Source: an optimization exercise on an open RTL-to-GDS flow (aim: small area, a short achievable clock period and few clock cycles per item). Production flows keep margins and buffers that such runs may drop. At most, simulation tests tie the RTL to the original design; equivalence was not proved.

Setup of P:
Design geofence, start of the top module:
module geofence (clk, reset, X, Y, valid, is_inside);
input clk;
input reset;
input [9:0] X;
input [9:0] Y;
output valid;
output is_inside;
reg  [2:0] cnt;       
reg  [9:0] px, py;
reg  [9:0] dmx, dmy, rmx, rmy, lmx, lmy;    
reg        dsx, dsy, rsx, rsy, lsx, lsy;    
reg        in_flag;
wire [10:0] ex = {1'b0, X} - {1'b0, px};
wire [10:0] ey = {1'b0, Y} - {1'b0, py};
wire [9:0]  fx = px - X;
wire [9:0]  fy = py - Y;
wire        nx = ex[10], ny = ey[10];
wire        zx = (X == px), zy = (Y == py);
always @(posedge clk) begin
    dmx <= nx ? fx : ex[9:0];
    dmy <= ny ? fy : ey[9:0];
    dsx <= nx | (zx & ny);
    dsy <= ny | (zy & ~nx);
end
wire gt_r = {dmy, dmx} > {rmy, rmx};
wire gt_l = {dmy, dmx} > {lmy, lmx};
wire tie_a = ~rsy ^ ((rsy == dsy) & gt_r);
wire tie_b = ~lsy ^ ((lsy == dsy) & gt_l);
wire pa, ql;
cross_pos u_a (.usx(rsx), .umx(rmx), .usy(rsy), .umy(rmy),
               .wsx(dsx), .wmx(dmx), .wsy(dsy), .wmy(dmy), .tie(tie_a), .pos(pa));
cross_pos u_b (.usx(lsx), .umx(lmx), .usy(lsy), .umy(lmy),
  ...
==> module geofence, before the edit <==
module geofence (clk, reset, X, Y, valid, is_inside);
input clk;
input reset;
input [9:0] X;
input [9:0] Y;
output valid;
output is_inside;
reg  [2:0] cnt;       
reg  [9:0] px, py;
reg  [9:0] dmx, dmy, rmx, rmy, lmx, lmy;    
reg        dsx, dsy, rsx, rsy, lsx, lsy;    
reg        in_flag;
wire [10:0] ex = {1'b0, X} - {1'b0, px};
wire [10:0] ey = {1'b0, Y} - {1'b0, py};
wire [9:0]  fx = px - X;
wire [9:0]  fy = py - Y;
wire        nx = ex[10], ny = ey[10];
wire        zx = (X == px), zy = (Y == py);
always @(posedge clk) begin
    dmx <= nx ? fx : ex[9:0];
    dmy <= ny ? fy : ey[9:0];
    dsx <= nx | (zx & ny);
    dsy <= ny | (zy & ~nx);
end
wire gt_r = {dmy, dmx} > {rmy, rmx};
wire gt_l = {dmy, dmx} > {lmy, lmx};
wire tie_a = ~rsy ^ ((rsy == dsy) & gt_r);
wire tie_b = ~lsy ^ ((lsy == dsy) & gt_l);
wire pa, ql;
cross_pos u_a (.usx(rsx), .umx(rmx), .usy(rsy), .umy(rmy),
               .wsx(dsx), .wmx(dmx), .wsy(dsy), .wmy(dmy), .tie(tie_a), .pos(pa));
cross_pos u_b (.usx(lsx), .umx(lmx), .usy(lsy), .umy(lmy),
               .wsx(dsx), .wmx(dmx), .wsy(dsy), .wmy(dmy), .tie(tie_b), .pos(ql));
wire pb = ~ql;        
always @(posedge clk or posedge reset) begin
    if (reset) cnt <= 3'd0;
    else       cnt <= cnt + 3'd1;
end
wire first = (cnt == 3'd2);
always @(posedge clk) begin
    if (cnt == 3'd0) begin
        px <= X;
        py <= Y;
    end
    if (first || (!pa && pb)) begin
        rmx <= dmx; rsx <= dsx; rmy <= dmy; rsy <= dsy;
    end
    if (first || (pa && !pb)) begin
        lmx <= dmx; lsx <= dsx; lmy <= dmy; lsy <= dsy;
    end
    if (first)              in_flag <= 1'b0;
    else if (!pa && !pb)    in_flag <= 1'b1;
end
assign valid = (cnt == 3'd7);
assign is_inside = in_flag | (!pa && !pb);
endmodule
make LEC_CHECK=0 ABC_CLOCK_PERIOD_IN_PS=4000 CAP_MARGIN=20 CORE_MARGIN=2 CORE_UTILIZATION=40 SETUP_SLACK_MARGIN=5 SLEW_MARGIN=20 SYNTH_HIERARCHICAL=1 finish   # period 12.0 ns
run.sh (not shown) runs the stock make flow with config.mk's settings and CLKGATE_MAP_FILE= SYNTH_SCRIPT=/design/flow/synth_recipe.tcl, a recipe that flattens the netlist after the stock synthesis.
The inputs of Q differ from those of P as listed below.
--- a/flow/design.v
+++ b/flow/design.v
@@ -5,7 +5,7 @@
 input [9:0] Y;
 output valid;
 output is_inside;
-reg  [2:0] cnt;       
+reg  [3:0] cnt;       
 reg  [9:0] px, py;
 reg  [9:0] dmx, dmy, rmx, rmy, lmx, lmy;    
 reg        dsx, dsy, rsx, rsy, lsx, lsy;    
@@ -22,23 +22,21 @@
     dsx <= nx | (zx & ny);
     dsy <= ny | (zy & ~nx);
 end
-wire gt_r = {dmy, dmx} > {rmy, rmx};
-wire gt_l = {dmy, dmx} > {lmy, lmx};
-wire tie_a = ~rsy ^ ((rsy == dsy) & gt_r);
-wire tie_b = ~lsy ^ ((lsy == dsy) & gt_l);
+wire tie = ~dsy;
 wire pa, ql;
 cross_pos u_a (.usx(rsx), .umx(rmx), .usy(rsy), .umy(rmy),
-               .wsx(dsx), .wmx(dmx), .wsy(dsy), .wmy(dmy), .tie(tie_a), .pos(pa));
+               .wsx(dsx), .wmx(dmx), .wsy(dsy), .wmy(dmy), .tie(tie), .pos(pa));
 cross_pos u_b (.usx(lsx), .umx(lmx), .usy(lsy), .umy(lmy),
-               .wsx(dsx), .wmx(dmx), .wsy(dsy), .wmy(dmy), .tie(tie_b), .pos(ql));
+               .wsx(dsx), .wmx(dmx), .wsy(dsy), .wmy(dmy), .tie(tie), .pos(ql));
 wire pb = ~ql;        
 always @(posedge clk or posedge reset) begin
-    if (reset) cnt <= 3'd0;
-    else       cnt <= cnt + 3'd1;
+    if (reset)            cnt <= 4'd0;
+    else if (cnt[3])      cnt <= 4'd0;
+    else                  cnt <= cnt + 4'd1;
 end
-wire first = (cnt == 3'd2);
+wire first = (cnt == 4'd2);
 always @(posedge clk) begin
-    if (cnt == 3'd0) begin
+    if (cnt == 4'd0) begin
         px <= X;
         py <= Y;
     end
@@ -48,11 +46,11 @@
     if (first || (pa && !pb)) begin
         lmx <= dmx; lsx <= dsx; lmy <= dmy; lsy <= dsy;
     end
-    if (first)              in_flag <= 1'b0;
-    else if (!pa && !pb)    in_flag <= 1'b1;
+    if (first)                          in_flag <= 1'b0;
+    else if (!pa && !pb)               in_flag <= 1'b1;
 end
-assign valid = (cnt == 3'd7);
-assign is_inside = in_flag | (!pa && !pb);
+assign valid = cnt[3];
+assign is_inside = in_flag;
 endmodule
 module cross_pos (usx, umx, usy, umy, wsx, wmx, wsy, wmy, tie, pos);
 input usx, usy, wsx, wsy, tie;
## What came out
- Having completed the whole flow, Q delivered a layout that passed the timing, DRC and antenna checks.
- Changes observed in Q relative to P: share of cells above drive strength 1 fell by 9.5 points, post-route non-filler standard cell count fell by about 14%, arithmetic-cell share of the synthesized area counting full adders, half adders and majority gates rose by 0.38 points, total area of sequential cells fell by 1.1%, met1 wire length fell by 15%.
- Relative to P, the time the worst path needs with I/O delays and setup of Q is lower by 1.54 ns.
- In Q, via count is lower than in P.
- In Q, the area of the core came out 2400 um^2 below the value in P.
- Changes observed in Q relative to P: sequential cell count rose by about 1.1%, upper clock frequency limit rose by 24%.
Testbench counts of Q, summed over its fixed seeds: cycles 10,800, objects 1,200.
No functional check of the RTL was part of P.

port drivers added, routing unchanged:
The flow's constraints put no driver on any port. The routed layouts listed below were extracted and timed again, unchanged, in two steps.
Step 1: set_driving_cell puts a clkbuf_16 on clk and a buf_2 on each other input, an assumption about the parent block.
Step 2 moves the port delays by t, midway between the first and last clock arrival at a register: inputs arrive t later, outputs are due t later. That takes back most of the time a late clock gives input paths.
a / b / c = no drivers / after step 1 / after step 2; a / b = the first two.
run | shift t [ns] | setup WS [ns] | worst data-port slew with drivers (ns)
P | 0.395 | 4.011 / 3.967 / 4.362 | 0.04
Q | 0.394 | 5.554 / 5.554 / 5.554 | 0.03
After both steps setup and hold are still met in every run listed.
